This is an optimization exercise on Yosys and OpenROAD, whose aim is small area, not a production implementation. In this exercise RTL edits were held to simulation tests only and were not proved equivalent to the original. Power and IR drop assume default switching activity.

$ cat flow/run.sh
#!/bin/bash
# synth_recipe.tcl (not shown) runs the flow's synth.tcl, then flattens the netlist and writes it again
# the make line also repeats each setting of config.mk as NAME=value (left out here)
make -C /OpenROAD-flow-scripts/flow DESIGN_CONFIG=/design/flow/config.mk WORK_HOME=/design/flow/orfs CLKGATE_MAP_FILE= SYNTH_SCRIPT=/design/flow/synth_recipe.tcl finish
$ cat flow/constraint.sdc
create_clock -name core_clock -period 3.0 [get_ports {clk}]
set_input_delay 0.6000 -clock core_clock [delete_from_list [all_inputs] [get_ports {clk}]]
set_output_delay 0.6000 -clock core_clock [all_outputs]
set_load 0.01 [all_outputs]
$ cat flow/config.mk
export PLATFORM = sky130hd
export DESIGN_NAME = flash_adc_encoder_top
export DESIGN_NICKNAME = flash_adc_encoder_top
export VERILOG_FILES = /design/flow/design.v
export SDC_FILE = /design/flow/constraint.sdc
export NUM_CORES = 4
export LEC_CHECK = 0
export CAP_MARGIN = 20
export CORE_AREA = 2.5 2.5 107.5 107.5
export DIE_AREA = 0 0 110 110
export SLEW_MARGIN = 20
$ cat flow/design.v
`timescale 1ns / 1ps
module bubble_corrector#(parameter N = 255)(input  [N-1:0] therm_in,
    output [N-1:0] therm_clean
    );
    genvar i;
    generate
        for (i = 0; i < N; i = i + 1) begin : bubble_fix
            if (i == 0) begin
                assign therm_clean[i] = therm_in[i] | therm_in[i+1];
            end
            else if (i == N-1) begin
                assign therm_clean[i] = therm_in[i] | therm_in[i-1];
            end
            else begin
                assign therm_clean[i] =
                    therm_in[i] | (therm_in[i-1] & therm_in[i+1]);
            end
        end
    endgenerate
endmodule
`timescale 1ns / 1ps
module priority_encoder #(parameter N = 255)(
    input  [N-1:0] therm,
    output reg [7:0] bin_out
);
    integer i;
    always @(*) begin
        bin_out = 8'd0;
        for (i = 0; i < N; i = i + 1) begin
            if (therm[i] == 1'b1)
                bin_out = i;    
        end
    end
endmodule
`timescale 1ns / 1ps
module flash_adc_encoder_top #(parameter N = 255)(
    input               clk,
    input  [N-1:0]      therm_in,
    output reg [7:0]    code_out
);
    wire [N-1:0] therm_clean;
    wire [7:0]   bin_code;
    bubble_corrector #(N) u1 (
        .therm_in(therm_in),
        .therm_clean(therm_clean)
    );
    priority_encoder #(N) u2 (
        .therm(therm_clean),
        .bin_out(bin_code)
    );
    always @(posedge clk) begin
        code_out <= bin_code;
    end
endmodule
==> results.txt <==
[routing by layer]
metal | global-route usage | part of all wire | wire length [um]
met1 | 0.3330 | 0.40 | 7369
met2 | 0.5449 | 0.50 | 9297
met3 | 0.03092 | 0.071 | 1324
met4 | 0.08839 | 0.030 | 552
met5 | 0 | 0 | 0
[cells by family after synthesis]
group | count (synthesis) | synth area share
AOI/OAI and AO/OA | 227 | 0.3778
buffers and inverters | 22 | 0.02039
DFF | 8 | 0.03954
muxes | 1 | 0.002472
and+or+nand+nor | 424 | 0.5598
[power groups by stage]
stage	registers (mW)	clock network, mW	logic (mW)
floorplan	0.112	0	0.191
global placement	0.111	0	0.708
detailed placement	0.111	0	0.720
CTS	0.110	0.126	0.724
global route	0.110	0.134	0.790
finish	0.110	0.130	0.733
[cells in the final DEF (no fill, tap or decap), types with 3 or more instances in the layout]
master           count
nor4_2               3
nor4b_1              5
o31ai_1             38
nand2b_1            29
a211oi_1            16
a31oi_1             10
or2_2                4
a311oi_1             4
o2111ai_1           10
clkdlybuf4s50_1    262
o211ai_1             4
inv_1               22
o21ai_1              7
or4_1               15
o21ai_0             52
a2111oi_0            4
nor2_1              98
a21oi_1             36
o21a_1               6
o311ai_0             3
nor4_1              65
a211o_1              4
nand2_1             55
nand3_1             28
buf_4               19
nor3_1              58
nand4_1             11
dfxtp_1              8
or3_1                3
nor2b_1             32
o21bai_1             4
o41ai_1              5
clkbuf_8             3
a21o_1               3
[worst max-delay path by stage]
stage               slack, ps  cells after the start     endpoint           from
floorplan                 850                      7  code_out[4]   therm_in[34]
global placement          -40                      9  code_out[0]  therm_in[173]
detailed placement        -70                      9  code_out[0]  therm_in[173]
CTS                       130                      9  code_out[0]  therm_in[173]
global route               20                      9  code_out[0]  therm_in[173]
finish                    230                      9  code_out[0]  therm_in[173]
[per-stage QoR]
step	worst slack (ps)	total power, mW	instance area, sq um	hold slack, ps	utilization
2_1_floorplan	850.8	0.3027	4050	797.0	-
3_5_place_dp	-70.39	0.8311	6990	1355	0.6477
4_1_cts	134.3	0.9601	7032	1143	0.6515
5_1_grt	16.38	1.034	7033	1167	0.6516
6_report	228.2	0.9721	7033	1145	0.6516
3_3_place_gp	-38.06	0.8187	6990	1355	0.6477
[critical path: stages]
cell and delay, ps:
clkdlybuf4s50_1 490, o21ai_0 200, nor4b_1 390, o2111ai_1 180
a2111oi_1 470, buf_4 200, a21boi_0 170, o21ai_0 120
o211ai_1 100
[area by class of cell]
cell class	count	area share
flip-flops and latches	8	0.02277
well taps	140	0.02491
repair buffers	281	0.3932
inverters	22	0.01174
clock buffers	3	0.005871
multi-input cells	652	0.5415
[timing repair]
| item | 4_1_cts | 5_1_grt |
|---|---|---|
| gates resized for setup | 0 | 1 |
| hold endpoints to repair | 0 | 0 |
| setup endpoints to repair | 0 | 1 |
==> out/metrics.csv <==
stage;metric;value;unit
synthesis;yosysWarnings;2;
timing;final-hold-violation-count;0;
placement;place.port_buffers;262;
route;routed_wl;18540;um
min_path;min_to;code_out[1];
timing;rsz0062_at_grt;false;
synthesis;syn_nets;938;
global_routing;track_usage;0.2866;
floorplanning;dieArea;12100;sq um
cts;clock_path_buffers;2;
global_routing;grt_antenna_before_repair;0;
route;firstDrtPassIters;5;
worst_setup_path;cp_max_fo;5;
worst_setup_path;worst_setup_path_end_kind;register;
global_routing;grt_pass1_vias;6385;
cts;cts_tree;built;
floorplanning;core_area;10790;sq um
placement;dp_cells;1103;
worst_setup_path;cp.arrival;2930;ps
finish;drive_above_1_share;0.04555;
finish;largest_register_ffs;8;
cts;root_buffer;clkbuf_8;
global_routing;grt_first_pass_wirelength;28410;um
cts;cts_buffers;3;
synthesis;synth_area_per_cell;5.939;sq um
floorplanning;die_h;110;um
placement;place_hpwl;16010;um
synthesis;synthCells;682;
finish;reg_top3;code_out: 8 flops;
timing;final-setup-viol-count;0;
min_path;whs_path_depth;4;
finish;nFillCells;1005;
synthesis;synth_seq_cells;8;
route;via_per_inst;6.109;
finish;diodes;0;
synthesis;synth_area_leaders;nor4_1, nor2_1, nor3_1;
floorplanning;initial_utilization;0.3753;
timing;fmax;0.3608;GHz
power;switching_power;0.3611;mW
power;switching_share;0.3714;
route;ant_nets;0;
synthesis;yosysUniqueCellTypes;61;
finish;nets;1224;
worst_setup_path;cp-start-kind;input pin;
global_routing;grt-ovfl-total;0;
cts;cts_setup_buffers;0;
synthesis;ys_seq_area_frac;0.03954;
route;drtIter0Drc;477;
cts;ctsHoldBuffers;0;
timing;min_period;2772;ps
cts;clk_pin_slew_worst_paths;40;ps
finish;top_register;code_out;
route;drc_errors;0;
route;avgRoutedWirePerCell;16.77;um
power;p_comb_frac;0.754;
synthesis;syn_area;4050;sq um
worst_setup_path;cp_data_required_time;3150;ps
route;routed-via-count;6757;
power;peakVddDrop;0.0001043;V
finish;area_delta_synth_final;73.65;%
synthesis;synth_area_leader_cell;nor4_1;
job;maxCapViolCount;0;
finish;multi_input_area;3809;sq um
run_status;outcome;timing/DRC/antenna clean;
synthesis;synth_most_common_cell;nor2_1;
min_path;holdCritStartpoint;therm_in[254];
floorplanning;die_w;110;um
finish;fin_cells;1106;
global_routing;grt_start_max_net_pins;8;
power;intPower;0.6110;mW
power;p_seq_frac;0.113;
synthesis;synth_top_area_frac;0.1004;
synthesis;postSynth.topFlopCell;dfxtp_1;
cts;clock_sinks;8;
synthesis;synth-edff-count;0;
timing;slew_viol_final;0;
synthesis;synth-async-reset-ratio;0;
worst_setup_path;worstSetupPathType;in -> reg;
floorplanning;io_pins;264;
synthesis;synthTopCellsByCount;nor2_1, nor4_1, nor3_1;
power;p_leak;2.167;nW
finish;regArea;160.2;sq um
placement;routabilityCongestion;0.9241;
power;p_clk_frac;0.133;
power;power_density;138.2;nW/um^2
min_path;hold_path.class;in -> reg;
floorplanning;fp-row-count;38;
cts;h-tree-depth;1;
timing;tightest_slew;655.6;ps
timing;period_share;0.9239;
timing;relSlewSlack;0.5516;
timing;tns;0;ps

## static timing again, ports no longer ideal
In the flow no input, the clock included, has a driving cell. The finished layout below was timed again as built, in two steps. Step 1: set_driving_cell puts a clkbuf_16 on clk and a buf_2 on each other input, an assumption about the parent block. Step 2, shift: input delay + t, output delay - t, t = (earliest + latest rising clock arrival at the registers) / 2. This alone moves slack from input paths to output paths. Three values: no drivers, after step 1, after step 2; two values: the first two.
t, ns: 0.266
slack for setup (ns): 0.228 / 0.237 / -0.029
clock arrival spread, ns: 0.002 / 0.003
With both steps, setup timing fails in this run, where it was met with ideal ports. For this run, drivers alone change the setup slack by +0.009 ns; drivers and shift together by -0.257 ns.
